Context: an optimization exercise on an open-source flow, tuned for small area. The choices shown serve that exercise and are no tape-out recipe. In this exercise RTL edits were held to simulation tests only and were not proved equivalent to the original. No activity file was given, so power comes from the tool's default toggle rates.

[design/flow/design.v]
module Oneshot_Universal(clk, rst, btn, btn_trig);
parameter WIDTH = 1;
input clk, rst;
input [WIDTH-1:0] btn;
reg [WIDTH-1:0] btn_reg;
output reg [WIDTH-1:0] btn_trig;
always @(negedge rst or posedge clk) begin
    if(!rst) begin
        btn_reg <= {WIDTH{1'b0}};
        btn_trig <= {WIDTH{1'b0}};
    end
    else begin
        btn_reg <= btn;
        btn_trig <= btn & ~btn_reg;
    end
end
endmodule
`timescale 1ns / 1ps
module Watch(
rst, clk, timescale, add_hour, day_or_night, watch_H_ten,watch_H_one,watch_M_ten,watch_M_one,watch_S_ten,watch_S_one,IT_to_sec_for_TL, dot_five_sec_for_TL 
    );
input rst, clk;
input add_hour;
input [1:0] timescale;
output reg day_or_night;
output reg dot_five_sec_for_TL;
output reg IT_to_sec_for_TL;
output reg [3:0] 
watch_H_ten,
watch_H_one,
watch_M_ten,
watch_M_one,
watch_S_ten,
watch_S_one;
reg  IT_to_sec, dot_five_sec, 
Sec_one_to_Sec_ten, Sec_ten_to_Min_one, 
Min_one_to_Min_ten, Min_ten_to_Hr_one, 
Hr_one_to_Hr_ten, Hr_clear;
wire IT_to_sec_t, dot_five_sec_t,
Sec_one_to_Sec_ten_t, Sec_ten_to_Min_one_t, 
Min_one_to_Min_ten_t, Min_ten_to_Hr_one_t,
Hr_one_to_Hr_ten_t, Hr_clear_t;
reg [16:0] Internal_Time;
parameter 
    one = 2'b00,
    ten = 2'b01,
    hundred = 2'b10,
    twohundred = 2'b11;
Oneshot_Universal #(.WIDTH(8)) OU1(clk, rst, 
{IT_to_sec, dot_five_sec,
Sec_one_to_Sec_ten, Sec_ten_to_Min_one, 
Min_one_to_Min_ten, Min_ten_to_Hr_one, 
Hr_one_to_Hr_ten, Hr_clear}, 
{IT_to_sec_t, dot_five_sec_t,
Sec_one_to_Sec_ten_t, Sec_ten_to_Min_one_t, 
Min_one_to_Min_ten_t, Min_ten_to_Hr_one_t,
Hr_one_to_Hr_ten_t, Hr_clear_t});
always @(negedge rst or posedge clk) begin   
    if(!rst) begin
    Internal_Time = 0;
    IT_to_sec = 0;
    end
    else begin
        case(timescale)
        one:
        if(Internal_Time >= 10000) begin
            IT_to_sec <= 1;
            Internal_Time <= 0;
            dot_five_sec <= 0;
        end 
        else if(Internal_Time >= 5000) begin
            IT_to_sec <= 0;
            dot_five_sec <= 1;
            Internal_Time <= Internal_Time +1;
        end else begin
            Internal_Time <= Internal_Time + 1;
            IT_to_sec <= 0;
        end
        ten:
        if(Internal_Time >= 1000) begin
            IT_to_sec <= 1;
            Internal_Time <= 0;
            dot_five_sec <= 0;
        end 
        else if(Internal_Time >= 500) begin
            IT_to_sec <= 0;
            dot_five_sec <= 1;
            Internal_Time <= Internal_Time +1;
        end else begin
            Internal_Time <= Internal_Time + 1;
            IT_to_sec <= 0;
        end
        hundred:
        if(Internal_Time >= 100) begin
            IT_to_sec <= 1;
            Internal_Time <= 0;
            dot_five_sec <= 0;
        end
        else if(Internal_Time >= 50) begin
            IT_to_sec <= 0;
            dot_five_sec <= 1;
            Internal_Time <= Internal_Time +1;
        end else begin
            Internal_Time <= Internal_Time + 1;
            IT_to_sec <= 0;
        end
        twohundred: 
        if(Internal_Time >= 50) begin
            IT_to_sec <= 1;
            Internal_Time <= 0;
            dot_five_sec <= 0;
        end
        else if(Internal_Time >= 25) begin
            IT_to_sec <= 0;
            dot_five_sec <= 1;
            Internal_Time <= Internal_Time +1;
        end else begin
            Internal_Time <= Internal_Time + 1;
            IT_to_sec <= 0;
        end
        endcase
    end
end
always @(negedge rst or posedge clk) begin
    if(!rst) begin
    IT_to_sec_for_TL = 0;
    dot_five_sec_for_TL = 0;
    end
    else begin
        if(IT_to_sec_t) begin
            IT_to_sec_for_TL <= 1;
        end
            else if (!IT_to_sec_t) begin
                IT_to_sec_for_TL <= 0;
        end
        if(dot_five_sec) begin
            dot_five_sec_for_TL <= 1;
        end
            else if (!dot_five_sec) begin
                dot_five_sec_for_TL <= 0;
            end
        end
    end
always @(negedge rst or posedge clk) begin
    if (!rst) begin
        watch_S_one = 4'b0000;
        Sec_one_to_Sec_ten = 0;
    end
    else begin
        if(IT_to_sec_t) begin
            if(watch_S_one == 4'b1001) begin
                watch_S_one <= 0;
                Sec_one_to_Sec_ten <= 1;
            end
            else begin
                watch_S_one <= watch_S_one + 1;
                Sec_one_to_Sec_ten <= 0;
            end
        end
    end
end
always @(negedge rst or posedge clk) begin
    if (!rst) begin
        watch_S_ten = 4'b0000;
        Sec_ten_to_Min_one = 0;
    end
    else begin
        if(Sec_one_to_Sec_ten_t) begin
            if(watch_S_ten == 4'b0101) begin
                watch_S_ten <= 0;
                Sec_ten_to_Min_one <= 1;
            end
            else begin
                watch_S_ten <= watch_S_ten + 1;
                Sec_ten_to_Min_one <= 0;
            end
        end
    end
end
always @(negedge rst or posedge clk) begin
    if (!rst) begin
        watch_M_one = 4'b0000;
        Min_one_to_Min_ten = 0;
    end
    else begin
        if(Sec_ten_to_Min_one_t) begin
            if(watch_M_one == 4'b1001) begin
                watch_M_one <= 0;
                Min_one_to_Min_ten <= 1;
            end
            else begin
                watch_M_one <= watch_M_one + 1;
                Min_one_to_Min_ten <= 0;
            end
        end
    end
end
always @(negedge rst or posedge clk) begin
    if (!rst) begin
        watch_M_ten = 4'b0000;
        Min_ten_to_Hr_one = 0;
    end
    else begin
        if(Min_one_to_Min_ten_t) begin
            if(watch_M_ten == 4'b0101) begin
                watch_M_ten <= 0;
                Min_ten_to_Hr_one <= 1;
            end
            else begin
                watch_M_ten <= watch_M_ten + 1;
                Min_ten_to_Hr_one <= 0;
            end
        end
    end
end
always @(negedge rst or posedge clk) begin
    if (!rst) begin
        watch_H_one = 4'b0000;
        Hr_one_to_Hr_ten = 0;
        Hr_clear = 0;
    end
    else begin
        if(Min_ten_to_Hr_one_t | add_hour) begin
            if(watch_H_one == 4'b1001) begin
                watch_H_one <= 0;
                Hr_clear <= 0;
                Hr_one_to_Hr_ten <= 1;
            end
            else begin
                if((watch_H_ten == 4'b0010) & (watch_H_one == 4'b0011)) begin
                    watch_H_one <= 0;
                    Hr_clear <= 1;
                    Hr_one_to_Hr_ten <=1;
                end
                else begin
                    watch_H_one <= watch_H_one +1;
                    Hr_clear <= 0;
                    Hr_one_to_Hr_ten <=0;
                end
            end
        end
    end
end
always @(negedge rst or posedge clk) begin
    if (!rst) begin
        watch_H_ten = 4'b0000;
    end
    else begin
        if(Hr_one_to_Hr_ten_t & Hr_clear == 1) begin
                watch_H_ten <= 0;
        end
        else if(Hr_one_to_Hr_ten_t & Hr_clear == 0) begin
                watch_H_ten <= watch_H_ten +1;
            end
        end
    end
always @(negedge rst or posedge clk) begin
    if (!rst) begin
        day_or_night = 1;  
    end
        else begin
            if((watch_H_ten == 0) & (watch_H_one >= 8)) begin
                day_or_night <= 0;
            end
            else if((watch_H_ten == 1) & (watch_H_one >=0)) begin
                day_or_night <= 0;
            end
            else if((watch_H_ten) == 2 & (watch_H_one <=2)) begin
                day_or_night <= 0;
            end
            else begin  
                day_or_night <= 1;
            end
        end
    end
endmodule
`timescale 1ns / 1ps
module LCD(rst, clk, watch_H_ten,
watch_H_one,
watch_M_ten,
watch_M_one,
watch_S_ten,
watch_S_one, day_or_night, t_state, LCD_RS, LCD_RW, LCD_DATA);
input rst, clk, day_or_night;
input [3:0] t_state;  
input [3:0]  
watch_H_ten,
watch_H_one,
watch_M_ten,
watch_M_one,
watch_S_ten,
watch_S_one;
output LCD_RS, LCD_RW;
output reg [7:0] LCD_DATA;
reg LCD_text;
reg LCD_RS, LCD_RW;
reg [3:0] state; 
parameter DELAY = 3'b000,
          FUNCTION_SET = 3'b001,
          ENTRY_MODE = 3'b010,
          DISP_ONOFF = 3'b011,
          LINE1 = 3'b100,
          LINE2 = 3'b101,
          DELAY_T = 3'b110,
          CLEAR_DISP = 3'b111;
integer cnt;
always @(posedge clk or negedge rst)
begin
    if(!rst) begin
        state <= DELAY;
        cnt <= 0;
    end
    else
    begin
        case(state)
            DELAY : begin
                if(cnt >= 70) begin
                    state <= FUNCTION_SET;
                    cnt <= 0;
                end
                else cnt <= cnt + 1;
            end
            FUNCTION_SET : begin
                if(cnt >= 30) begin
                    state <= DISP_ONOFF;
                    cnt <= 0;
                end
                else cnt <= cnt + 1;
            end
            DISP_ONOFF : begin
                if(cnt >= 30) begin
                    state <= ENTRY_MODE;
                    cnt <= 0;
                end
                else cnt <= cnt + 1;
            end
            ENTRY_MODE : begin
                if(cnt >= 30) begin
                    state <= LINE1;
                    cnt <= 0;
                end
                else cnt <= cnt + 1;
            end
            LINE1 : begin
                if(cnt >= 25) begin
                    state <= LINE2;
                    cnt <= 0;
                end
                else cnt <= cnt + 1;
            end
            LINE2 : begin
                if(cnt >= 25) begin
                    state <= DELAY_T;
                    cnt <= 0;
                end
                else cnt <= cnt + 1;
            end
            DELAY_T : begin
                if(cnt >= 800) begin
                    state <= CLEAR_DISP;
                    cnt <= 0;
                end
                else cnt <= cnt + 1;
            end
            CLEAR_DISP : begin
                if(cnt >= 15) begin
                    state <= LINE1;
                    cnt <= 0;
                end
                else cnt <= cnt + 1;
            end
            default : state <= DELAY;
        endcase
    end
end
always @(posedge clk or negedge rst)
begin
    if(!rst) 
        {LCD_RS, LCD_RW, LCD_DATA} <= 10'b1_1_00000000;
    else begin
        case(state)
            FUNCTION_SET :
                {LCD_RS, LCD_RW, LCD_DATA} <= 10'b0_0_0011_1000;
            DISP_ONOFF :
                {LCD_RS, LCD_RW, LCD_DATA} <= 10'b0_0_0000_1100;
            ENTRY_MODE :
                {LCD_RS, LCD_RW, LCD_DATA} <= 10'b0_0_0000_0110;
            LINE1 :
                begin
                    case(cnt)
                    00 : {LCD_RS, LCD_RW, LCD_DATA} <= 10'b0_0_1000_0000; 
                    01 : {LCD_RS, LCD_RW, LCD_DATA} <= 10'b1_0_0101_0100;  
                    02 : {LCD_RS, LCD_RW, LCD_DATA} <= 10'b1_0_0110_1001;  
                    03 : {LCD_RS, LCD_RW, LCD_DATA} <= 10'b1_0_0110_1101;  
                    04 : {LCD_RS, LCD_RW, LCD_DATA} <= 10'b1_0_0110_0101;  
                    05 : {LCD_RS, LCD_RW, LCD_DATA} <= 10'b1_0_0010_0000; 
                    06 : {LCD_RS, LCD_RW, LCD_DATA} <= 10'b1_0_0011_1010;  
                    07 : {LCD_RS, LCD_RW, LCD_DATA} <= 10'b1_0_0010_0000;
                    08 : case(watch_H_ten) 
                            0 : {LCD_RS, LCD_RW, LCD_DATA} <= 10'b1_0_0011_0000; 
                            1 : {LCD_RS, LCD_RW, LCD_DATA} <= 10'b1_0_0011_0001; 
                            2 : {LCD_RS, LCD_RW, LCD_DATA} <= 10'b1_0_0011_0010;
                            3 : {LCD_RS, LCD_RW, LCD_DATA} <= 10'b1_0_0011_0011;
                            4 : {LCD_RS, LCD_RW, LCD_DATA} <= 10'b1_0_0011_0100;
                            5 : {LCD_RS, LCD_RW, LCD_DATA} <= 10'b1_0_0011_0101;
                            6 : {LCD_RS, LCD_RW, LCD_DATA} <= 10'b1_0_0011_0110;
                            7 : {LCD_RS, LCD_RW, LCD_DATA} <= 10'b1_0_0011_0111;
                            8 : {LCD_RS, LCD_RW, LCD_DATA} <= 10'b1_0_0011_1000;
                            9 : {LCD_RS, LCD_RW, LCD_DATA} <= 10'b1_0_0011_1001;
                        endcase
                    09 : case(watch_H_one) 
                            0 : {LCD_RS, LCD_RW, LCD_DATA} <= 10'b1_0_0011_0000;
                            1 : {LCD_RS, LCD_RW, LCD_DATA} <= 10'b1_0_0011_0001;
                            2 : {LCD_RS, LCD_RW, LCD_DATA} <= 10'b1_0_0011_0010;
                            3 : {LCD_RS, LCD_RW, LCD_DATA} <= 10'b1_0_0011_0011;
                            4 : {LCD_RS, LCD_RW, LCD_DATA} <= 10'b1_0_0011_0100;
                            5 : {LCD_RS, LCD_RW, LCD_DATA} <= 10'b1_0_0011_0101;
                            6 : {LCD_RS, LCD_RW, LCD_DATA} <= 10'b1_0_0011_0110;
                            7 : {LCD_RS, LCD_RW, LCD_DATA} <= 10'b1_0_0011_0111;
                            8 : {LCD_RS, LCD_RW, LCD_DATA} <= 10'b1_0_0011_1000;
                            9 : {LCD_RS, LCD_RW, LCD_DATA} <= 10'b1_0_0011_1001;
                        endcase
                    10 : {LCD_RS, LCD_RW, LCD_DATA} <= 10'b1_0_0011_1010;  
                    11 : case(watch_M_ten) 
                            0 : {LCD_RS, LCD_RW, LCD_DATA} <= 10'b1_0_0011_0000;
                            1 : {LCD_RS, LCD_RW, LCD_DATA} <= 10'b1_0_0011_0001;
                            2 : {LCD_RS, LCD_RW, LCD_DATA} <= 10'b1_0_0011_0010;
                            3 : {LCD_RS, LCD_RW, LCD_DATA} <= 10'b1_0_0011_0011;
                            4 : {LCD_RS, LCD_RW, LCD_DATA} <= 10'b1_0_0011_0100;
                            5 : {LCD_RS, LCD_RW, LCD_DATA} <= 10'b1_0_0011_0101;
                            6 : {LCD_RS, LCD_RW, LCD_DATA} <= 10'b1_0_0011_0110;
                            7 : {LCD_RS, LCD_RW, LCD_DATA} <= 10'b1_0_0011_0111;
                            8 : {LCD_RS, LCD_RW, LCD_DATA} <= 10'b1_0_0011_1000;
                            9 : {LCD_RS, LCD_RW, LCD_DATA} <= 10'b1_0_0011_1001;
                        endcase
                    12 : case(watch_M_one) 
                            0 : {LCD_RS, LCD_RW, LCD_DATA} <= 10'b1_0_0011_0000;
                            1 : {LCD_RS, LCD_RW, LCD_DATA} <= 10'b1_0_0011_0001;
                            2 : {LCD_RS, LCD_RW, LCD_DATA} <= 10'b1_0_0011_0010;
                            3 : {LCD_RS, LCD_RW, LCD_DATA} <= 10'b1_0_0011_0011;
                            4 : {LCD_RS, LCD_RW, LCD_DATA} <= 10'b1_0_0011_0100;
                            5 : {LCD_RS, LCD_RW, LCD_DATA} <= 10'b1_0_0011_0101;
                            6 : {LCD_RS, LCD_RW, LCD_DATA} <= 10'b1_0_0011_0110;
                            7 : {LCD_RS, LCD_RW, LCD_DATA} <= 10'b1_0_0011_0111;
                            8 : {LCD_RS, LCD_RW, LCD_DATA} <= 10'b1_0_0011_1000;
                            9 : {LCD_RS, LCD_RW, LCD_DATA} <= 10'b1_0_0011_1001;
                         endcase
                     13 : {LCD_RS, LCD_RW, LCD_DATA} <= 10'b1_0_0011_1010;  
                     14 : case(watch_S_ten) 
                            0 : {LCD_RS, LCD_RW, LCD_DATA} <= 10'b1_0_0011_0000;
                            1 : {LCD_RS, LCD_RW, LCD_DATA} <= 10'b1_0_0011_0001;
                            2 : {LCD_RS, LCD_RW, LCD_DATA} <= 10'b1_0_0011_0010;
                            3 : {LCD_RS, LCD_RW, LCD_DATA} <= 10'b1_0_0011_0011;
                            4 : {LCD_RS, LCD_RW, LCD_DATA} <= 10'b1_0_0011_0100;
                            5 : {LCD_RS, LCD_RW, LCD_DATA} <= 10'b1_0_0011_0101;
                            6 : {LCD_RS, LCD_RW, LCD_DATA} <= 10'b1_0_0011_0110;
                            7 : {LCD_RS, LCD_RW, LCD_DATA} <= 10'b1_0_0011_0111;
                            8 : {LCD_RS, LCD_RW, LCD_DATA} <= 10'b1_0_0011_1000;
                            9 : {LCD_RS, LCD_RW, LCD_DATA} <= 10'b1_0_0011_1001;
                            10 : {LCD_RS, LCD_RW, LCD_DATA} <= 10'b1_0_0001_0110;
                        endcase
                    15 : case(watch_S_one) 
                            0 : {LCD_RS, LCD_RW, LCD_DATA} <= 10'b1_0_0011_0000;
                            1 : {LCD_RS, LCD_RW, LCD_DATA} <= 10'b1_0_0011_0001;
                            2 : {LCD_RS, LCD_RW, LCD_DATA} <= 10'b1_0_0011_0010;
                            3 : {LCD_RS, LCD_RW, LCD_DATA} <= 10'b1_0_0011_0011;
                            4 : {LCD_RS, LCD_RW, LCD_DATA} <= 10'b1_0_0011_0100;
                            5 : {LCD_RS, LCD_RW, LCD_DATA} <= 10'b1_0_0011_0101;
                            6 : {LCD_RS, LCD_RW, LCD_DATA} <= 10'b1_0_0011_0110;
                            7 : {LCD_RS, LCD_RW, LCD_DATA} <= 10'b1_0_0011_0111;
                            8 : {LCD_RS, LCD_RW, LCD_DATA} <= 10'b1_0_0011_1000;
                            9 : {LCD_RS, LCD_RW, LCD_DATA} <= 10'b1_0_0011_1001;
                        endcase
                    default : {LCD_RS, LCD_RW, LCD_DATA} <= 10'b1_0_0010_0000; 
                endcase
           end
           LINE2 :
                begin
                    case(cnt)
                    00 : {LCD_RS, LCD_RW, LCD_DATA} <= 10'b0_0_1100_0000; 
                    01 : {LCD_RS, LCD_RW, LCD_DATA} <= 10'b1_0_0101_0011;  
                    02 : {LCD_RS, LCD_RW, LCD_DATA} <= 10'b1_0_0111_0100;  
                    03 : {LCD_RS, LCD_RW, LCD_DATA} <= 10'b1_0_0110_0001;  
                    04 : {LCD_RS, LCD_RW, LCD_DATA} <= 10'b1_0_0111_0100;  
                    05 : {LCD_RS, LCD_RW, LCD_DATA} <= 10'b1_0_0110_0101;  
                    06 : {LCD_RS, LCD_RW, LCD_DATA} <= 10'b1_0_0010_0000; 
                    07 : {LCD_RS, LCD_RW, LCD_DATA} <= 10'b1_0_0011_1010;  
                    08 : {LCD_RS, LCD_RW, LCD_DATA} <= 10'b1_0_0010_0000; 
                    09 : case(t_state)
                            0 : {LCD_RS, LCD_RW, LCD_DATA} <= 10'b1_0_0100_0001;  
                            1 : {LCD_RS, LCD_RW, LCD_DATA} <= 10'b1_0_0100_0010;  
                            2 : {LCD_RS, LCD_RW, LCD_DATA} <= 10'b1_0_0100_0011;  
                            3 : {LCD_RS, LCD_RW, LCD_DATA} <= 10'b1_0_0100_0100;  
                            4 : {LCD_RS, LCD_RW, LCD_DATA} <= 10'b1_0_0100_0101;  
                            5 : {LCD_RS, LCD_RW, LCD_DATA} <= 10'b1_0_0100_0110;  
                            6 : {LCD_RS, LCD_RW, LCD_DATA} <= 10'b1_0_0100_0111;  
                            7 : {LCD_RS, LCD_RW, LCD_DATA} <= 10'b1_0_0100_1000;  
                            8 : {LCD_RS, LCD_RW, LCD_DATA} <= 10'b1_0_0100_0001;  
                        endcase
                    10 : {LCD_RS, LCD_RW, LCD_DATA} <= 10'b1_0_0010_1000;  
                    11 : {LCD_RS, LCD_RW, LCD_DATA} <= day_or_night? 10'b1_0_0100_1110 : 10'b1_0_0100_0100; 
                    12 : {LCD_RS, LCD_RW, LCD_DATA} <= day_or_night? 10'b1_0_0110_1001 : 10'b1_0_0110_0001; 
                    13 : {LCD_RS, LCD_RW, LCD_DATA} <= day_or_night? 10'b1_0_0110_0111 : 10'b1_0_0111_1001; 
                    14 : {LCD_RS, LCD_RW, LCD_DATA} <= day_or_night? 10'b1_0_0110_1000 : 10'b1_0_0010_1001; 
                    15 : {LCD_RS, LCD_RW, LCD_DATA} <= day_or_night? 10'b1_0_0111_0100 : 10'b1_0_0010_0000; 
                    16 : {LCD_RS, LCD_RW, LCD_DATA} <= day_or_night? 10'b1_0_0010_1001 : 10'b1_0_0010_0000; 
                    default : {LCD_RS, LCD_RW, LCD_DATA} <= 10'b1_0_0010_0000; 
                endcase
           end
            DELAY_T : 
                {LCD_RS, LCD_RW, LCD_DATA} <= 10'b0_0_0000_0010;
            CLEAR_DISP :
                {LCD_RS, LCD_RW, LCD_DATA} <= 10'b0_0_0000_0001;
            default :
                {LCD_RS, LCD_RW, LCD_DATA} <= 10'b1_1_0010_0000;
         endcase
     end
end
endmodule
module TrafficLight(
rst, clk, timescale, add_hour, emergency, LCD_RS, LCD_RW, LCD_DATA, pedestrian, E_T, W_T, S_T, N_T
    );
input rst, clk;  
input add_hour, emergency;  
input [1:0] timescale; 
output LCD_RS, LCD_RW;
output wire [7:0] LCD_DATA;
output reg [3:0] E_T, W_T, S_T, N_T;  
output reg [7:0] pedestrian;  
wire day_or_night;  
wire add_hour_t, emergency_t;  
wire [3:0] watch_H_one,watch_H_ten,watch_M_one,watch_M_ten,watch_S_one,watch_S_ten; 
reg [3:0] t_state;  
reg [2:0] t_state_for_saving_previous;  
reg [6:0] time_cnt;  
reg emergency_active;  
integer emergency_cnt;  
wire emergency_trigger, IT_to_sec_for_TL, dot_five_sec_for_TL;
parameter 
A = 4'b0000,
B = 4'b0001,
C = 4'b0010,
D = 4'b0011,
E = 4'b0100,
F = 4'b0101,
G = 4'b0110,
H = 4'b0111,
emergency_A = 4'b1000,
TL_A     = 24'b01_10_01_10_1000_0001_1000_0001,
TL_A_F   = 24'b01_00_01_00_1000_0001_1000_0001,
TL_A_Y   = 24'b01_10_01_10_1010_0011_1010_0011,
TL_A_Y_F = 24'b01_00_01_00_1010_0011_1010_0011,
TL_B     = 24'b01_10_01_01_1100_0001_0001_0001,
TL_B_F   = 24'b01_00_01_01_1100_0001_0001_0001,
TL_B_Y   = 24'b01_10_01_01_1110_0011_0011_0011,
TL_B_Y_F = 24'b01_00_01_01_1110_0011_0011_0011,
TL_C     = 24'b01_01_01_10_0001_0001_1100_0001,
TL_C_F   = 24'b01_01_01_00_0001_0001_1100_0001,
TL_C_Y   = 24'b01_01_01_10_0011_0011_1110_0011,
TL_C_Y_F = 24'b01_01_01_00_0011_0011_1110_0011,
TL_D     = 24'b01_01_01_01_0100_0001_0100_0001,
TL_D_Y   = 24'b01_01_01_01_0110_0011_0110_0011,
TL_E     = 24'b10_01_10_01_0001_1000_0001_1000,
TL_E_F   = 24'b00_01_00_01_0001_1000_0001_1000,
TL_E_Y   = 24'b10_01_10_01_0011_1010_0011_1010,
TL_E_Y_F = 24'b00_01_00_01_0011_1010_0011_1010,
TL_F     = 24'b10_01_01_01_0001_1100_0001_0001,
TL_F_F   = 24'b00_01_01_01_0001_1100_0001_0001,
TL_F_Y   = 24'b10_01_01_01_0011_1110_0011_0011,
TL_F_Y_F = 24'b00_01_01_01_0011_1110_0011_0011,
TL_G     = 24'b01_01_10_01_0001_1100_0001_0001,
TL_G_F   = 24'b01_01_00_01_0001_1100_0001_0001,
TL_G_Y   = 24'b01_01_10_01_0011_1110_0011_0011,
TL_G_Y_F = 24'b01_01_00_01_0011_1110_0011_0011,
TL_H     = 24'b01_01_01_01_0001_0100_0001_0100,
TL_H_Y   = 24'b01_01_01_01_0011_0110_0011_0110;
Oneshot_Universal #(.WIDTH(2)) OU2(clk,rst,{add_hour,emergency}, {add_hour_t, emergency_trigger});
Watch C1(rst, clk, timescale, add_hour_t, day_or_night, watch_H_ten,watch_H_one,watch_M_ten,watch_M_one,watch_S_ten,watch_S_one,IT_to_sec_for_TL, dot_five_sec_for_TL);
LCD l1(rst, clk,watch_H_ten,watch_H_one,watch_M_ten,watch_M_one,watch_S_ten,watch_S_one, day_or_night, t_state, LCD_RS,LCD_RW,LCD_DATA);
always @(posedge clk or negedge rst) begin  
    if(!rst) begin
        t_state = B;
        time_cnt = 0;
        emergency_cnt = 0;
        emergency_active = 0;
    end else begin
        if ( day_or_night & emergency_active ==0 ) begin
        if(time_cnt >= 0 & time_cnt < 10) begin
            t_state <= B;
        end
        if(time_cnt >= 10 & time_cnt < 20) begin
            t_state <= A;
        end
        if(time_cnt >= 20 & time_cnt < 30) begin
            t_state <= C;
        end
        if(time_cnt >= 30 & time_cnt < 40) begin
            t_state <= A;
        end
        if(time_cnt >= 40 & time_cnt < 50) begin
            t_state <= E;
        end
        if(time_cnt >= 50 & time_cnt < 60) begin
            t_state <= H;
        end
        if(time_cnt == 60) begin
            t_state <= B;
            time_cnt <= 0;
        end
        end
        if ( !day_or_night & emergency_active ==0 ) begin
        if(time_cnt >= 0 & time_cnt < 5) begin
            t_state <= A;
        end
        if(time_cnt >= 5 & time_cnt < 10) begin
            t_state <= D;
        end
        if(time_cnt >= 10 & time_cnt < 15) begin
            t_state <= F;
        end
        if(time_cnt >= 15 & time_cnt < 20) begin
            t_state <= E;
        end
        if(time_cnt >= 20 & time_cnt < 25) begin
            t_state <= G;
        end
        if(time_cnt >= 25 & time_cnt < 30) begin
            t_state <= E;
        end
        if(time_cnt == 30) begin
            t_state <= A;
            time_cnt <= 0;
        end
        end
        if(IT_to_sec_for_TL & emergency_active == 0) begin
        time_cnt <= time_cnt +1;
        end
        if( ({watch_H_ten,watch_H_one,watch_M_ten,watch_M_one,watch_S_ten,watch_S_one} == 24'b0000_1000_0000_0000_0000_0000) |
    {watch_H_ten,watch_H_one,watch_M_ten,watch_M_one,watch_S_ten,watch_S_one} == 24'b0010_0011_0000_0000_0000_0000) begin
        time_cnt <= 0;  
    end
        if((watch_H_ten == 4'b0000 & watch_H_one == 4'b0111) | watch_H_ten == 4'b0010 & watch_H_one == 4'b0010  ) begin
        if(add_hour_t) begin
            time_cnt <=0;  
        end
    end
    if (emergency_trigger == 1 && !emergency_active) begin
            emergency_active <= 1;  
            t_state_for_saving_previous <= t_state;  
            t_state <= emergency_A;  
        end
        if (emergency_active == 1) begin
            if(IT_to_sec_for_TL) begin
                if (emergency_cnt < 15) begin
                    emergency_cnt <= emergency_cnt + 1;
                end else begin
                    emergency_active <= 0;  
                    emergency_cnt <= 0;  
                    t_state <= t_state_for_saving_previous;
                end
            end
        end 
end
end
always @(posedge clk or negedge rst)
begin
    if(!rst) begin
        {pedestrian, E_T, W_T, S_T, N_T} <= 24'b10_00_00_00_1000_0000_0000_0000;
    end else begin
            if(day_or_night & !emergency_active ) begin  
                if((time_cnt <=5))  {pedestrian, E_T, W_T, S_T, N_T} <= TL_B;
                else if((time_cnt ==5 & dot_five_sec_for_TL == 1))  {pedestrian, E_T, W_T, S_T, N_T} <= TL_B_F;
                else if((time_cnt ==6 & dot_five_sec_for_TL == 0))  {pedestrian, E_T, W_T, S_T, N_T} <= TL_B;
                else if((time_cnt ==6 & dot_five_sec_for_TL == 1))  {pedestrian, E_T, W_T, S_T, N_T} <= TL_B_F;
                else if((time_cnt ==7 & dot_five_sec_for_TL == 0))  {pedestrian, E_T, W_T, S_T, N_T} <= TL_B;
                else if((time_cnt ==7 & dot_five_sec_for_TL == 1))  {pedestrian, E_T, W_T, S_T, N_T} <= TL_B_F;
                else if((time_cnt ==8 & dot_five_sec_for_TL == 0))  {pedestrian, E_T, W_T, S_T, N_T} <= TL_B;
                else if((time_cnt ==8 & dot_five_sec_for_TL == 1))  {pedestrian, E_T, W_T, S_T, N_T} <= TL_B_F;
                else if((time_cnt ==9 & dot_five_sec_for_TL == 0))  {pedestrian, E_T, W_T, S_T, N_T} <= TL_B_Y;
                else if((time_cnt ==9 & dot_five_sec_for_TL == 1))  {pedestrian, E_T, W_T, S_T, N_T} <= TL_B_Y_F;
                else if((time_cnt <=15 & time_cnt >= 10))  {pedestrian, E_T, W_T, S_T, N_T} <= TL_A;
                else if((time_cnt ==15 & dot_five_sec_for_TL == 1))  {pedestrian, E_T, W_T, S_T, N_T} <= TL_A_F;
                else if((time_cnt ==16 & dot_five_sec_for_TL == 0))  {pedestrian, E_T, W_T, S_T, N_T} <= TL_A;
                else if((time_cnt ==16 & dot_five_sec_for_TL == 1))  {pedestrian, E_T, W_T, S_T, N_T} <= TL_A_F;
                else if((time_cnt ==17 & dot_five_sec_for_TL == 0))  {pedestrian, E_T, W_T, S_T, N_T} <= TL_A;
                else if((time_cnt ==17 & dot_five_sec_for_TL == 1))  {pedestrian, E_T, W_T, S_T, N_T} <= TL_A_F;
                else if((time_cnt ==18 & dot_five_sec_for_TL == 0))  {pedestrian, E_T, W_T, S_T, N_T} <= TL_A;
                else if((time_cnt ==18 & dot_five_sec_for_TL == 1))  {pedestrian, E_T, W_T, S_T, N_T} <= TL_A_F;
                else if((time_cnt ==19 & dot_five_sec_for_TL == 0))  {pedestrian, E_T, W_T, S_T, N_T} <= TL_A_Y;
                else if((time_cnt ==19 & dot_five_sec_for_TL == 1))  {pedestrian, E_T, W_T, S_T, N_T} <= TL_A_Y_F;
                else if((time_cnt <=25 & time_cnt >= 20))  {pedestrian, E_T, W_T, S_T, N_T} <= TL_C;
                else if((time_cnt ==25 & dot_five_sec_for_TL == 1))  {pedestrian, E_T, W_T, S_T, N_T} <= TL_C_F;
                else if((time_cnt ==26 & dot_five_sec_for_TL == 0))  {pedestrian, E_T, W_T, S_T, N_T} <= TL_C;
                else if((time_cnt ==26 & dot_five_sec_for_TL == 1))  {pedestrian, E_T, W_T, S_T, N_T} <= TL_C_F;
                else if((time_cnt ==27 & dot_five_sec_for_TL == 0))  {pedestrian, E_T, W_T, S_T, N_T} <= TL_C;
                else if((time_cnt ==27 & dot_five_sec_for_TL == 1))  {pedestrian, E_T, W_T, S_T, N_T} <= TL_C_F;
                else if((time_cnt ==28 & dot_five_sec_for_TL == 0))  {pedestrian, E_T, W_T, S_T, N_T} <= TL_C;
                else if((time_cnt ==28 & dot_five_sec_for_TL == 1))  {pedestrian, E_T, W_T, S_T, N_T} <= TL_C_F;
                else if((time_cnt ==29 & dot_five_sec_for_TL == 0))  {pedestrian, E_T, W_T, S_T, N_T} <= TL_C_Y;
                else if((time_cnt ==29 & dot_five_sec_for_TL == 1))  {pedestrian, E_T, W_T, S_T, N_T} <= TL_C_Y_F;
                else if((time_cnt <=35 & time_cnt >= 30))  {pedestrian, E_T, W_T, S_T, N_T} <= TL_A;
                else if((time_cnt ==35 & dot_five_sec_for_TL == 1))  {pedestrian, E_T, W_T, S_T, N_T} <= TL_A_F;
                else if((time_cnt ==36 & dot_five_sec_for_TL == 0))  {pedestrian, E_T, W_T, S_T, N_T} <= TL_A;
                else if((time_cnt ==36 & dot_five_sec_for_TL == 1))  {pedestrian, E_T, W_T, S_T, N_T} <= TL_A_F;
                else if((time_cnt ==37 & dot_five_sec_for_TL == 0))  {pedestrian, E_T, W_T, S_T, N_T} <= TL_A;
                else if((time_cnt ==37 & dot_five_sec_for_TL == 1))  {pedestrian, E_T, W_T, S_T, N_T} <= TL_A_F;
                else if((time_cnt ==38 & dot_five_sec_for_TL == 0))  {pedestrian, E_T, W_T, S_T, N_T} <= TL_A;
                else if((time_cnt ==38 & dot_five_sec_for_TL == 1))  {pedestrian, E_T, W_T, S_T, N_T} <= TL_A_F;
                else if((time_cnt ==39 & dot_five_sec_for_TL == 0))  {pedestrian, E_T, W_T, S_T, N_T} <= TL_A_Y;
                else if((time_cnt ==39 & dot_five_sec_for_TL == 1))  {pedestrian, E_T, W_T, S_T, N_T} <= TL_A_Y_F;
                else if((time_cnt <=45 & time_cnt >= 40))  {pedestrian, E_T, W_T, S_T, N_T} <= TL_E;
                else if((time_cnt ==45 & dot_five_sec_for_TL == 1))  {pedestrian, E_T, W_T, S_T, N_T} <= TL_E_F;
                else if((time_cnt ==46 & dot_five_sec_for_TL == 0))  {pedestrian, E_T, W_T, S_T, N_T} <= TL_E;
                else if((time_cnt ==46 & dot_five_sec_for_TL == 1))  {pedestrian, E_T, W_T, S_T, N_T} <= TL_E_F;
                else if((time_cnt ==47 & dot_five_sec_for_TL == 0))  {pedestrian, E_T, W_T, S_T, N_T} <= TL_E;
                else if((time_cnt ==47 & dot_five_sec_for_TL == 1))  {pedestrian, E_T, W_T, S_T, N_T} <= TL_E_F;
                else if((time_cnt ==48 & dot_five_sec_for_TL == 0))  {pedestrian, E_T, W_T, S_T, N_T} <= TL_E;
                else if((time_cnt ==48 & dot_five_sec_for_TL == 1))  {pedestrian, E_T, W_T, S_T, N_T} <= TL_E_F;
                else if((time_cnt ==49 & dot_five_sec_for_TL == 0))  {pedestrian, E_T, W_T, S_T, N_T} <= TL_E_Y;
                else if((time_cnt ==49 & dot_five_sec_for_TL == 1))  {pedestrian, E_T, W_T, S_T, N_T} <= TL_E_Y_F;
                else if((time_cnt <=55 & time_cnt >= 50))  {pedestrian, E_T, W_T, S_T, N_T} <= TL_H;
                else if((time_cnt ==55 & dot_five_sec_for_TL == 1))  {pedestrian, E_T, W_T, S_T, N_T} <= TL_H;
                else if((time_cnt ==56 & dot_five_sec_for_TL == 0))  {pedestrian, E_T, W_T, S_T, N_T} <= TL_H;
                else if((time_cnt ==56 & dot_five_sec_for_TL == 1))  {pedestrian, E_T, W_T, S_T, N_T} <= TL_H;
                else if((time_cnt ==57 & dot_five_sec_for_TL == 0))  {pedestrian, E_T, W_T, S_T, N_T} <= TL_H;
                else if((time_cnt ==57 & dot_five_sec_for_TL == 1))  {pedestrian, E_T, W_T, S_T, N_T} <= TL_H;
                else if((time_cnt ==58 & dot_five_sec_for_TL == 0))  {pedestrian, E_T, W_T, S_T, N_T} <= TL_H;
                else if((time_cnt ==58 & dot_five_sec_for_TL == 1))  {pedestrian, E_T, W_T, S_T, N_T} <= TL_H;
                else if((time_cnt ==59 & dot_five_sec_for_TL == 0))  {pedestrian, E_T, W_T, S_T, N_T} <= TL_H_Y;
                else if((time_cnt ==59 & dot_five_sec_for_TL == 1))  {pedestrian, E_T, W_T, S_T, N_T} <= TL_H_Y;
                end
            if (!day_or_night & !emergency_active) begin  
                if((time_cnt <=2)) {pedestrian, E_T, W_T, S_T, N_T} <= TL_A;
                else if((time_cnt ==2) & dot_five_sec_for_TL == 1) {pedestrian, E_T, W_T, S_T, N_T} <= TL_A_F;
                else if((time_cnt ==3) & dot_five_sec_for_TL == 0) {pedestrian, E_T, W_T, S_T, N_T} <= TL_A;
                else if((time_cnt ==3) & dot_five_sec_for_TL == 1) {pedestrian, E_T, W_T, S_T, N_T} <= TL_A_F;
                else if((time_cnt ==4) & dot_five_sec_for_TL == 0) {pedestrian, E_T, W_T, S_T, N_T} <= TL_A_Y;
                else if((time_cnt ==4) & dot_five_sec_for_TL == 1) {pedestrian, E_T, W_T, S_T, N_T} <= TL_A_Y_F;
                else if((time_cnt <=7 & time_cnt >= 5)) {pedestrian, E_T, W_T, S_T, N_T} <= TL_D;
                else if((time_cnt ==7) & dot_five_sec_for_TL == 1) {pedestrian, E_T, W_T, S_T, N_T} <= TL_D;
                else if((time_cnt ==8) & dot_five_sec_for_TL == 0) {pedestrian, E_T, W_T, S_T, N_T} <= TL_D;
                else if((time_cnt ==8) & dot_five_sec_for_TL == 1) {pedestrian, E_T, W_T, S_T, N_T} <= TL_D;
                else if((time_cnt ==9) & dot_five_sec_for_TL == 0) {pedestrian, E_T, W_T, S_T, N_T} <= TL_D_Y;
                else if((time_cnt ==9) & dot_five_sec_for_TL == 1) {pedestrian, E_T, W_T, S_T, N_T} <= TL_D_Y;
                else if((time_cnt <=12 & time_cnt >= 10)) {pedestrian, E_T, W_T, S_T, N_T} <= TL_F;
                else if((time_cnt ==12) & dot_five_sec_for_TL == 1) {pedestrian, E_T, W_T, S_T, N_T} <= TL_F_F;
                else if((time_cnt ==13) & dot_five_sec_for_TL == 0) {pedestrian, E_T, W_T, S_T, N_T} <= TL_F;
                else if((time_cnt ==13) & dot_five_sec_for_TL == 1) {pedestrian, E_T, W_T, S_T, N_T} <= TL_F_F;
                else if((time_cnt ==14) & dot_five_sec_for_TL == 0) {pedestrian, E_T, W_T, S_T, N_T} <= TL_F_Y;
                else if((time_cnt ==14) & dot_five_sec_for_TL == 1) {pedestrian, E_T, W_T, S_T, N_T} <= TL_F_Y_F;
                else if((time_cnt <=17 & time_cnt >= 15)) {pedestrian, E_T, W_T, S_T, N_T} <= TL_E;
                else if((time_cnt ==17) & dot_five_sec_for_TL == 1) {pedestrian, E_T, W_T, S_T, N_T} <= TL_E_F;
                else if((time_cnt ==18) & dot_five_sec_for_TL == 0) {pedestrian, E_T, W_T, S_T, N_T} <= TL_E;
                else if((time_cnt ==18) & dot_five_sec_for_TL == 1) {pedestrian, E_T, W_T, S_T, N_T} <= TL_E_F;
                else if((time_cnt ==19) & dot_five_sec_for_TL == 0) {pedestrian, E_T, W_T, S_T, N_T} <= TL_E_Y;
                else if((time_cnt ==19) & dot_five_sec_for_TL == 1) {pedestrian, E_T, W_T, S_T, N_T} <= TL_E_Y_F;
                else if((time_cnt <=22 & time_cnt >= 20)) {pedestrian, E_T, W_T, S_T, N_T} <= TL_G;
                else if((time_cnt ==22) & dot_five_sec_for_TL == 1) {pedestrian, E_T, W_T, S_T, N_T} <= TL_G_F;
                else if((time_cnt ==23) & dot_five_sec_for_TL == 0) {pedestrian, E_T, W_T, S_T, N_T} <= TL_G;
                else if((time_cnt ==23) & dot_five_sec_for_TL == 1) {pedestrian, E_T, W_T, S_T, N_T} <= TL_G_F;
                else if((time_cnt ==24) & dot_five_sec_for_TL == 0) {pedestrian, E_T, W_T, S_T, N_T} <= TL_G_Y;
                else if((time_cnt ==24) & dot_five_sec_for_TL == 1) {pedestrian, E_T, W_T, S_T, N_T} <= TL_G_Y_F;
                else if((time_cnt <=27 & time_cnt >= 25)) {pedestrian, E_T, W_T, S_T, N_T} <= TL_E;
                else if((time_cnt ==27) & dot_five_sec_for_TL == 1) {pedestrian, E_T, W_T, S_T, N_T} <= TL_E_F;
                else if((time_cnt ==28) & dot_five_sec_for_TL == 0) {pedestrian, E_T, W_T, S_T, N_T} <= TL_E;
                else if((time_cnt ==28) & dot_five_sec_for_TL == 1) {pedestrian, E_T, W_T, S_T, N_T} <= TL_E_F;
                else if((time_cnt ==29) & dot_five_sec_for_TL == 0) {pedestrian, E_T, W_T, S_T, N_T} <= TL_E_Y;
                else if((time_cnt ==29) & dot_five_sec_for_TL == 1) {pedestrian, E_T, W_T, S_T, N_T} <= TL_E_Y_F;
        end
        if (emergency_active) begin  
            if(emergency_cnt <= 7) {pedestrian, E_T, W_T, S_T, N_T} <= TL_A;
            else if ((emergency_cnt == 7) & (dot_five_sec_for_TL == 1)) {pedestrian, E_T, W_T, S_T, N_T} <= TL_A;
            else if ((emergency_cnt == 8) & (dot_five_sec_for_TL == 0)) {pedestrian, E_T, W_T, S_T, N_T} <= TL_A;
            else if ((emergency_cnt == 8) & (dot_five_sec_for_TL == 1)) {pedestrian, E_T, W_T, S_T, N_T} <= TL_A_F;
            else if ((emergency_cnt == 9) & (dot_five_sec_for_TL == 0)) {pedestrian, E_T, W_T, S_T, N_T} <= TL_A;
            else if ((emergency_cnt == 9) & (dot_five_sec_for_TL == 1)) {pedestrian, E_T, W_T, S_T, N_T} <= TL_A_F;
            else if ((emergency_cnt == 10) & (dot_five_sec_for_TL == 0)) {pedestrian, E_T, W_T, S_T, N_T} <= TL_A;
            else if ((emergency_cnt == 10) & (dot_five_sec_for_TL == 1)) {pedestrian, E_T, W_T, S_T, N_T} <= TL_A_F;
            else if ((emergency_cnt == 11) & (dot_five_sec_for_TL == 0)) {pedestrian, E_T, W_T, S_T, N_T} <= TL_A;
            else if ((emergency_cnt == 11) & (dot_five_sec_for_TL == 1)) {pedestrian, E_T, W_T, S_T, N_T} <= TL_A_F;
            else if ((emergency_cnt == 12) & (dot_five_sec_for_TL == 0)) {pedestrian, E_T, W_T, S_T, N_T} <= TL_A;
            else if ((emergency_cnt == 12) & (dot_five_sec_for_TL == 1)) {pedestrian, E_T, W_T, S_T, N_T} <= TL_A_F;
            else if ((emergency_cnt == 13) & (dot_five_sec_for_TL == 0)) {pedestrian, E_T, W_T, S_T, N_T} <= TL_A;
            else if ((emergency_cnt == 13) & (dot_five_sec_for_TL == 1)) {pedestrian, E_T, W_T, S_T, N_T} <= TL_A_F;
            else if ((emergency_cnt == 14) & (dot_five_sec_for_TL == 0)) {pedestrian, E_T, W_T, S_T, N_T} <= TL_A_Y;
            else if ((emergency_cnt == 14) & (dot_five_sec_for_TL == 1)) {pedestrian, E_T, W_T, S_T, N_T} <= TL_A_Y_F;
        end
end
end
endmodule
[design/flow/run.sh]
#!/bin/bash
# synth_recipe.tcl (not shown) runs the flow's synth.tcl, then flattens the netlist and writes it again
# the make line also repeats each setting of config.mk as NAME=value (left out here)
make -C /OpenROAD-flow-scripts/flow DESIGN_CONFIG=/design/flow/config.mk WORK_HOME=/design/flow/orfs CLKGATE_MAP_FILE= SYNTH_SCRIPT=/design/flow/synth_recipe.tcl finish
[design/flow/config.mk]
export PLATFORM = sky130hd
export DESIGN_NAME = TrafficLight
export DESIGN_NICKNAME = TrafficLight
export VERILOG_FILES = /design/flow/design.v
export SDC_FILE = /design/flow/constraint.sdc
export NUM_CORES = 4
export LEC_CHECK = 0
export CAP_MARGIN = 20
export CORE_MARGIN = 2
export CORE_UTILIZATION = 40
export SLEW_MARGIN = 20
[design/flow/constraint.sdc]
create_clock -name core_clock -period 10.0 [get_ports {clk}]
set_input_delay 2.0000 -clock core_clock [delete_from_list [all_inputs] [get_ports {clk}]]
set_output_delay 2.0000 -clock core_clock [all_outputs]
set_load 0.01 [all_outputs]
==> out/results.ini <==
[outcome]
run_status=timing/DRC/antenna clean

[global_route]
groute.usage.overall=0.2182
antenna_found_initial=0
global_route.overflow_total=0
grt_max_degree=68
first_global_vias=10400
grt_pass1_wl_mm=55.22

[critical_path]
rrSetupSlack_ns=6.04
timing.rr.start=time_cnt[1]
required_ns=10.32
timing.critical_path.to=W_T[0]
worstSetupStartpointType=register
critical-path-slowest-cell=sky130_fd_sc_hd__dfrtp_1
critical_path.endpoint_type=register
critical_path.startpoint=time_cnt[1]
worst_r2r_path_depth=9
crit_family=simple AND/OR/NAND/NOR gates
crit_chain=inv_1 > ha_1 > or3_1 > nand3_1 > nand3_1 > or4_1 > nor2_1 > nand2_1 > a311o_1
r2r-end=W_T[0]
worst-setup-path-type=register to register
timing.critical_path.depth=9
critical-path-max-stage-delay_ns=0.79
worstPathMaxFanout=23
cp_num_buf_inv=1
crit_arrival_ns=4.29
worst_path_most_repeated_cell=sky130_fd_sc_hd__nand3_1

[synth]
seq_cells_post_synth=184
complex_gate_fraction_of_the_synthesized_area=0.1925
syn_inst=1456
synth-adder-area-share=0.02499
synth.distinct_cells=80
part_of_the_yosys_area_used_for_sequential_elements=0.3855
synthXorXnorAreaFrac=0.05685
netlist_area_before_placement_mm2=0.01202
area_share_of_and_or_nand_nor_cells_after_synthesis=0.2811
yosysWarningCount=5
synth_enable_flop_cells=4
combinational_family_with_the_most_area_after_synthesis=simple AND/OR/NAND/NOR gates
synthArstFlopShare=0.9783
synth_top_flop_cell=sky130_fd_sc_hd__dfrtp_1
fraction_of_synthesized_area_in_multiplexers=0.01302
syn_area_per_cell_um2=8.253

[final_layout]
postLayoutCoreUtil=0.4443
antenna_cells_inserted=0
drive_above_1_share=0.05740
final_cell_mix=sky130_fd_sc_hd__dfrtp_1 (174), sky130_fd_sc_hd__nor2_1 (165), sky130_fd_sc_hd__nand2_1 (129)
layout_commonest_cell=sky130_fd_sc_hd__dfrtp_1
area_delta_synth_final_pct=9.590
fin_cells=1836
registers_with_the_most_flip_flops=emergency_cnt (32), l1.cnt (32), C1.Internal_Time (17)
fin_nets=1463

[timing]
final.period_utilization=0.3964
fmaxAchievable_ghz=0.2523
finalHoldViolCount=0
finalMaxSlewViolations=0
worst-slew-pin-transition_ns=1.003
timing.final.crit_period_ns=3.964
final-setup-viol-count=0
finClkSkew_ns=0.01386
timing.slew.headroom=0.3313
unrepaired_setup_endpoints_after_global_routing=false
setup-tns-final_ns=0

[floorplan]
num_rows=63
io-pin-count=40
die-width_um=177.3
chipHeight_um=177.3
design.die.area_mm2=0.03144
start_util=0.4054
placeableCoreArea_mm2=0.02964

[drt]
detail_route.drc_violations=0
routed_via_density=5.996
wl_per_cell_um=18.36
drt_iter0_markers=1201
detail-route-antenna-nets=0
routed_wl_mm=33.71
vias=11009
firstDrtPassIters=6

[placement]
detailedPlacementHpwl_mm=23.65
placedCellCount=1804
port_buffers=39
routabilityCongestion=0.9564

[cts]
cts_tree=built
post_cts_buffers=0
worstSkewPairLatency_ns=0.45
tritoncts.num_buffers=17
clock_tree.root_cell=sky130_fd_sc_hd__clkbuf_16
cts_htree_levels=4
cts.hold.buffers_added=0
clk_transition_reported_paths_ns=0.07
ctsResizeCount=0
clock_sinks=184
clk_path_buf_depth=2

[flow_run]
max_cap_viol_count=0

[pwr]
p_per_area_mw_per_mm2=159.8
vdd_ir_drop_max_mv=0.1178
static-leakage-power_nw=5.397

[hold_path]
hp-class=register to register

-- cell type report --
type,instances,area (um^2)
Fill cell,2958,16470
Tap cell,390,488.0
Clock inverter,9,90.09
Inverter,46,172.7
Timing Repair Buffer,49,469.2
Sequential cell,184,4632
Clock buffer,23,467.9
Multi-Input combinational cell,1135,6849
-- cells by family after synthesis --
| kind of cell | count (synthesis) |
|---|---|
| simple gates | 665 |
| compound gates | 350 |
| flops | 184 |
| buf+inv | 139 |
| xor+xnor | 78 |
| fa+ha+maj | 24 |
| mux | 15 |
| other cells | 1 |
-- per-layer routing --
| metal | up-vias | global-route usage | wire length, um |
|---|---|---|---|
| li1 | 5228 | - | - |
| met1 | 5314 | 0.2954 | 15000 |
| met2 | 403 | 0.3494 | 15780 |
| met3 | 64 | 0.04049 | 1994 |
| met4 | 0 | 0.07821 | 930 |
| met5 | - | 0 | 0 |
-- report_power, final --
group / internal, mW / switching (mW) / leakage [nW]
combinational: 0.186 / 0.292 / 2.73
sequential: 0.819 / 0.143 / 2.40
clock: 0.359 / 0.304 / 0.269
total: 1.36 / 0.739 / 5.40
-- cell usage after synthesis, types with 5 or more instances --
| cell | n | area (um^2) |
|---|---|---|
| sky130_fd_sc_hd__nand3_1 | 90 | 450.4 |
| sky130_fd_sc_hd__and4_1 | 5 | 43.79 |
| sky130_fd_sc_hd__buf_1 | 6 | 22.52 |
| sky130_fd_sc_hd__dfstp_2 | 6 | 157.7 |
| sky130_fd_sc_hd__mux2_2 | 5 | 56.30 |
| sky130_fd_sc_hd__ha_1 | 24 | 300.3 |
| sky130_fd_sc_hd__or3_1 | 12 | 75.07 |
| sky130_fd_sc_hd__o21ai_0 | 93 | 465.5 |
| sky130_fd_sc_hd__nor4_1 | 29 | 181.4 |
| sky130_fd_sc_hd__a32oi_1 | 5 | 43.79 |
| sky130_fd_sc_hd__clkbuf_1 | 80 | 300.3 |
| sky130_fd_sc_hd__xor2_1 | 49 | 429.2 |
| sky130_fd_sc_hd__a21o_1 | 23 | 172.7 |
| sky130_fd_sc_hd__a31oi_1 | 29 | 181.4 |
| sky130_fd_sc_hd__o22ai_1 | 8 | 50.05 |
| sky130_fd_sc_hd__o41ai_1 | 5 | 43.79 |
| sky130_fd_sc_hd__inv_1 | 46 | 172.7 |
| sky130_fd_sc_hd__a211oi_1 | 8 | 60.06 |
| sky130_fd_sc_hd__nor2_1 | 165 | 619.3 |
| sky130_fd_sc_hd__a21oi_1 | 66 | 330.3 |
| sky130_fd_sc_hd__nor2b_1 | 24 | 150.1 |
| sky130_fd_sc_hd__a21boi_0 | 7 | 52.55 |
| sky130_fd_sc_hd__nand4b_1 | 8 | 70.07 |
| sky130_fd_sc_hd__a41oi_1 | 5 | 43.79 |
| sky130_fd_sc_hd__o21bai_1 | 5 | 37.54 |
| sky130_fd_sc_hd__nor3b_1 | 10 | 75.07 |
| sky130_fd_sc_hd__nand3b_1 | 10 | 75.07 |
| sky130_fd_sc_hd__o221ai_1 | 5 | 43.79 |
| sky130_fd_sc_hd__o211ai_1 | 16 | 120.1 |
| sky130_fd_sc_hd__o2111ai_1 | 6 | 52.55 |
| sky130_fd_sc_hd__nand2_1 | 129 | 484.2 |
| sky130_fd_sc_hd__a311oi_1 | 6 | 52.55 |
| sky130_fd_sc_hd__nor4b_1 | 5 | 43.79 |
| sky130_fd_sc_hd__dfrtp_1 | 174 | 4354 |
| sky130_fd_sc_hd__or4_1 | 6 | 45.04 |
| sky130_fd_sc_hd__or2_2 | 18 | 112.6 |
| sky130_fd_sc_hd__nand4_1 | 33 | 206.5 |
| sky130_fd_sc_hd__nand2b_1 | 14 | 87.58 |
| sky130_fd_sc_hd__xnor2_1 | 29 | 254.0 |
| sky130_fd_sc_hd__o31ai_1 | 11 | 82.58 |
| sky130_fd_sc_hd__and3_1 | 27 | 168.9 |
| sky130_fd_sc_hd__and2_1 | 15 | 93.84 |
| sky130_fd_sc_hd__mux2i_1 | 10 | 100.1 |
| sky130_fd_sc_hd__nor3_1 | 51 | 255.2 |
-- worst min-delay path by stage --
stage / start / end / slack (ns) / cells past startpoint
global placement: C1.dot_five_sec / C1.OU1.btn_reg[6] / 0.34 / 0
floorplan: C1.dot_five_sec / C1.OU1.btn_reg[6] / 0.33 / 0
detailed placement: C1.dot_five_sec / C1.OU1.btn_reg[6] / 0.33 / 0
CTS: C1.dot_five_sec / C1.OU1.btn_reg[6] / 0.34 / 0
global route: C1.dot_five_sec / C1.OU1.btn_reg[6] / 0.36 / 0
finish: C1.dot_five_sec / C1.OU1.btn_reg[6] / 0.35 / 0
-- per-stage QoR --
| step | instance area (um^2) | setup WS (ns) | total power [mW] | hold slack [ns] |
|---|---|---|---|---|
| 6_report | 13170 | 6.036 | 2.104 | 0.3458 |
| 5_1_grt | 13170 | 5.873 | 2.229 | 0.3625 |
| 4_1_cts | 13170 | 6.153 | 2.119 | 0.3440 |
| 3_5_place_dp | 12610 | 6.047 | 1.446 | 0.3344 |
| 3_3_place_gp | 12610 | 6.090 | 1.441 | 0.3384 |
| 2_1_floorplan | 12020 | 6.586 | 1.287 | 0.3306 |

-- re-timing with driven ports --
Ports are ideal in the flow. The routed layout listed here was re-timed in OpenROAD. Step 1: set_driving_cell puts a clkbuf_16 on clk and a buf_2 on each other input, an assumption about the parent block. Step 2 also shifts input and output timing later by t, the mid clock arrival at the registers, as if the neighbouring blocks saw the same clock. a / b / c = ideal / step 1 / step 2; a / b = the first two.
t (ns): 0.487
slack for setup (ns): 6.036 / 6.036 / 6.027
worst register clock-pin slew, ns: 0.07 / 0.07
After both steps this run still meets setup and hold. For this run, drivers alone change the setup slack by 0.000 ns; drivers and shift together by -0.009 ns.
